This design comes from an exercise in tuning for small area on the open sky130 flow, not from production work. Function was checked by simulation only, so behaviour that the tests miss may differ from the original. The clock port is modelled as an ideal driver, which makes a skipped or thinned clock tree look cheaper than it is; a real chip needs a root buffer or a tree. Power is estimated from default activity; no workload was simulated.

// CarParking
module CarParking (
    input clk,
    input InSig,
    input OutSig,
    input reset,
    output [6:0] HEX0,
    output [6:0] HEX1,
    output [6:0] HEX4,
    output ClosedLight,
    output OpenLight,
    output reg WarningLight,
    output motor
);
clock: 10.0 ns
lec_check: 0
cap_margin: 20
core_margin: 2
core_utilization: 40
slew_margin: 20
standard.sh (not shown) runs the stock make flow with config.mk's settings and CLKGATE_MAP_FILE= SYNTH_SCRIPT=/design/flow/synth_recipe.tcl, a recipe that flattens the netlist after the stock synthesis.
==> flow/flow/run.sh <==
#!/bin/bash
# Layout flow: the standard ORFS flow (standard.sh) with these changes:
#  - synthesis: synth_recipe.tcl unchanged except that ABC maps with an
#    area-oriented script (abc_area.script, run for a few seeds of its
#    randomised step, keeping the smallest result) and adders are left to
#    ABC instead of being mapped to ha/fa cells first (ADDER_MAP_FILE empty);
#  - each port gets the smallest buffer (buf_1);
#  - clock tree: a root inverter driving one inverter per group of nearby
#    registers (manual_cts.tcl, run in place of TritonCTS).
# Each tool's log is in orfs/logs/; make's output is in flow_standard.log.
set -euo pipefail
here=$PWD
export FLOW_ABC_SCRIPT=$here/flow/abc_area.script
export FLOW_ABC_SEEDS="2 9 10 11 12 13 14 15"
export FLOW_ABC_TMP=$here
cat $here/flow/abc_override.tcl $here/synth_recipe.tcl > $here/flow_synth.tcl
sed -e "s#SYNTH_SCRIPT=[^ ]*#SYNTH_SCRIPT=$here/flow_synth.tcl ADDER_MAP_FILE=#" $here/standard.sh > $here/flow_standard.sh
export PRE_CTS_TCL=$here/flow/manual_cts.tcl
export FLOW_CTS_GROUPS=4
export FLOW_CTS_LEAF=sky130_fd_sc_hd__inv_8
export FLOW_CTS_ROOT=sky130_fd_sc_hd__inv_8
export BUFFER_PORTS_ARGS="-buffer_cell sky130_fd_sc_hd__buf_1"
bash $here/flow_standard.sh > $here/flow_standard.log 2>&1
==> flow/flow/abc_area.script <==
strash
&get -n
&fraig -x
&put
scorr
dc2
strash
&get -n
&deepsyn -T 90 -S SEED
&put
strash
&get -n
&dch -f
&nf -R 1000
&put
mfs2
strash
&get -n
&dch -f
&nf -a -R 1000
&put
==> flow/flow/abc_override.tcl <==
# Map the logic with an area-oriented ABC script (FLOW_ABC_SCRIPT) instead
# of ORFS's delay-oriented one; registers are untouched. The script's
# &deepsyn step is randomised: ABC is run once per seed in FLOW_ABC_SEEDS
# on the same netlist, and the mapping with the smallest cell area is kept.
proc abc {args} {
  set i [lsearch -exact $args -script]
  set l [lsearch -exact $args -liberty]
  set lib [lindex $args [expr {$l + 1}]]
  set fh [open $::env(FLOW_ABC_SCRIPT)]
  set template [read $fh]
  close $fh
  yosys design -save flow_pre_abc
  set best_area ""
  foreach seed $::env(FLOW_ABC_SEEDS) {
    yosys design -load flow_pre_abc
    set script "$::env(FLOW_ABC_TMP)/abc_seed_$seed.script"
    set fh [open $script w]
    puts -nonewline $fh [string map [list SEED $seed] $template]
    close $fh
    lset args [expr {$i + 1}] $script
    yosys abc {*}$args
    set st [yosys tee -q -s result.string stat -liberty $lib]
    regexp {Chip area for module[^:]*:\s*([0-9.]+)} $st -> area
    puts "flow abc: seed $seed area $area"
    if {$best_area eq "" || $area < $best_area} {
      set best_area $area
      set best_seed $seed
      yosys design -save flow_best_abc
    }
  }
  yosys design -load flow_best_abc
  puts "flow abc: kept seed $best_seed, area $best_area"
}
==> flow/flow/manual_cts.tcl <==
# Clock tree for a small design, used in place of TritonCTS.
# The clock sinks are split into FLOW_CTS_GROUPS groups of equal size by
# recursive bisection of their placement. Each group is driven by one
# FLOW_CTS_LEAF cell placed at the group's centre; the leaf cells are
# driven by one FLOW_CTS_ROOT cell, which the clock port drives. Both are
# inverters, so the registers see the clock's own polarity, and every
# register is exactly two cells from the port, with equal-sized groups.
rename clock_tree_synthesis triton_clock_tree_synthesis

proc flow_split {items n} {
  # items: list of {x y iterm}; returns n groups of near-equal size
  if {$n <= 1 || [llength $items] < 2} { return [list $items] }
  set xs [lsort -real [lmap i $items {lindex $i 0}]]
  set ys [lsort -real [lmap i $items {lindex $i 1}]]
  set axis [expr {([lindex $xs end] - [lindex $xs 0]) >= ([lindex $ys end] - [lindex $ys 0]) ? 0 : 1}]
  set sorted [lsort -real -index $axis $items]
  set na [expr {$n / 2}]
  set cut [expr {int(round([llength $sorted] * double($na) / $n))}]
  set a [lrange $sorted 0 [expr {$cut - 1}]]
  set b [lrange $sorted $cut end]
  return [concat [flow_split $a $na] [flow_split $b [expr {$n - $na}]]]
}

proc flow_place_at {inst x y} {
  set w [[$inst getMaster] getWidth]
  set h [[$inst getMaster] getHeight]
  $inst setLocation [expr {int($x - $w / 2)}] [expr {int($y - $h / 2)}]
  $inst setPlacementStatus PLACED
}

proc clock_tree_synthesis {args} {
  set block [ord::get_db_block]
  set leaf_master [[ord::get_db] findMaster $::env(FLOW_CTS_LEAF)]
  set root_master [[ord::get_db] findMaster $::env(FLOW_CTS_ROOT)]
  foreach clk [all_clocks] {
    foreach src [get_property $clk sources] {
      set bterm [$block findBTerm [get_full_name $src]]
      set port_net [$bterm getNet]
      set cname [$port_net getName]
      set items {}
      foreach it [$port_net getITerms] {
        set bb [[$it getInst] getBBox]
        lappend items [list [expr {([$bb xMin] + [$bb xMax]) / 2.0}] [expr {([$bb yMin] + [$bb yMax]) / 2.0}] $it]
      }
      set root [odb::dbInst_create $block $root_master "clkroot_m_${cname}"]
      set root_net [odb::dbNet_create $block "clknet_root_m_${cname}"]
      $root_net setSigType CLOCK
      [$root findITerm A] connect $port_net
      [$root findITerm Y] connect $root_net
      set k 0
      set tx 0.0; set ty 0.0
      set groups [flow_split $items $::env(FLOW_CTS_GROUPS)]
      foreach group $groups {
        set leaf [odb::dbInst_create $block $leaf_master "clkleaf_m_${k}_${cname}"]
        set net [odb::dbNet_create $block "clknet_m_${k}_${cname}"]
        $net setSigType CLOCK
        set sx 0.0; set sy 0.0
        foreach i $group {
          set it [lindex $i 2]
          $it disconnect
          $it connect $net
          set sx [expr {$sx + [lindex $i 0]}]
          set sy [expr {$sy + [lindex $i 1]}]
        }
        set n [llength $group]
        [$leaf findITerm A] connect $root_net
        [$leaf findITerm Y] connect $net
        flow_place_at $leaf [expr {$sx / $n}] [expr {$sy / $n}]
        set tx [expr {$tx + $sx / $n}]
        set ty [expr {$ty + $sy / $n}]
        puts "manual CTS: [$leaf getName] drives $n sinks"
        incr k
      }
      flow_place_at $root [expr {$tx / $k}] [expr {$ty / $k}]
    }
  }
  global_connect
  set_propagated_clock [all_clocks]
  estimate_parasitics -placement
  foreach pin [all_registers -clock_pins -edge_triggered] {
    foreach edge {rise fall} {
      set s [get_property $pin slew_max_$edge]
      if {![info exists worst] || $s > $worst} { set worst $s }
    }
  }
  puts "manual CTS: estimated worst register clock slew $worst"
}
Edit:
--- a/flow/flow/run.sh
+++ b/flow/flow/run.sh
@@ -13,3 +13,3 @@
 export FLOW_ABC_SCRIPT=$here/flow/abc_area.script
-export FLOW_ABC_SEEDS="2 9 10 11 12 13 14 15"
+export FLOW_ABC_SEEDS="1 2 3 4 5 6 7 8"
 export FLOW_ABC_TMP=$here
--- a/flow/flow/abc_area.script
+++ b/flow/flow/abc_area.script
@@ -8,3 +8,3 @@
 &get -n
-&deepsyn -T 90 -S SEED
+&deepsyn -T 60 -S SEED
 &put
The changed run completed with no timing, DRC or antenna violations.
Utilization does not change.
Total power stays the same.
Worst setup slack stays the same.
Final area is unchanged.
Via count is unchanged.
Critical path depth does not change.
Edit:
--- a/flow/flow/run.sh
+++ b/flow/flow/run.sh
@@ -13,3 +13,3 @@
 export FLOW_ABC_SCRIPT=$here/flow/abc_area.script
-export FLOW_ABC_SEEDS="1 2 3 4 5 6 7 8"
+export FLOW_ABC_SEEDS="1 2 3 4 5"
 export FLOW_ABC_TMP=$here
The changed run finished clean.
Cell area is unchanged.
Synthesized area does not change.
Register-to-register slack is about the same.
Via count does not change.
Wire length is unchanged.
Power is unchanged.
Synthesized cell count does not change.
Maximum frequency does not change.
Worst setup slack stays the same.
Clock skew does not change.
Edit:
--- a/flow/flow/run.sh
+++ b/flow/flow/run.sh
@@ -13,3 +13,3 @@
 export FLOW_ABC_SCRIPT=$here/flow/abc_area.script
-export FLOW_ABC_SEEDS="1 2 3 4 5"
+export FLOW_ABC_SEEDS="2"
 export FLOW_ABC_TMP=$here
@@ -18,5 +18,5 @@
 export PRE_CTS_TCL=$here/flow/manual_cts.tcl
-export FLOW_CTS_GROUPS=4
-export FLOW_CTS_LEAF=sky130_fd_sc_hd__inv_8
-export FLOW_CTS_ROOT=sky130_fd_sc_hd__inv_8
+export FLOW_CTS_GROUPS=6
+export FLOW_CTS_LEAF=sky130_fd_sc_hd__inv_4
+export FLOW_CTS_ROOT=sky130_fd_sc_hd__inv_6
 export BUFFER_PORTS_ARGS="-buffer_cell sky130_fd_sc_hd__buf_1"
=> The new run ran to the end with no violations; setup slack is worse by 29 ps; via count rose slightly; global-route usage barely changes; routed wire length fell slightly; area after synthesis does not change; cell area fell slightly; sequential share of layout area rose by 0.17 points; clock power fell by a little under a tenth; sequential cell count is unchanged; die area does not change; maximum frequency fell slightly.
No run of this note takes its clock network from TritonCTS; it comes from the design's own scripts or RTL.

-- re-timing with driven ports --
Ports are ideal in the flow. The routed layouts listed here were re-timed in OpenROAD. Step 1 sets driving cells, clkbuf_16 on the clock port and buf_2 on the other inputs (assumed; they add their load-dependent delay and slew). Step 2, shift: input delay + t, output delay - t, t = (earliest + latest rising clock arrival at the registers) / 2. This alone moves slack from input paths to output paths. a / b / c = no drivers / after step 1 / after step 2; a / b = the first two.
run | t (ns) | setup WS [ns] | hold slack, ns
the first run | 0.195 | 4.799 / 4.754 / 4.949 | 0.384 / 0.384 / 0.384
the second run | 0.195 | 4.799 / 4.754 / 4.949 | 0.384 / 0.384 / 0.384
the third run | 0.195 | 4.799 / 4.754 / 4.949 | 0.384 / 0.384 / 0.384
the fourth run | 0.209 | 4.770 / 4.730 / 4.939 | 0.380 / 0.380 / 0.380
After both steps setup and hold are still met in every run listed.
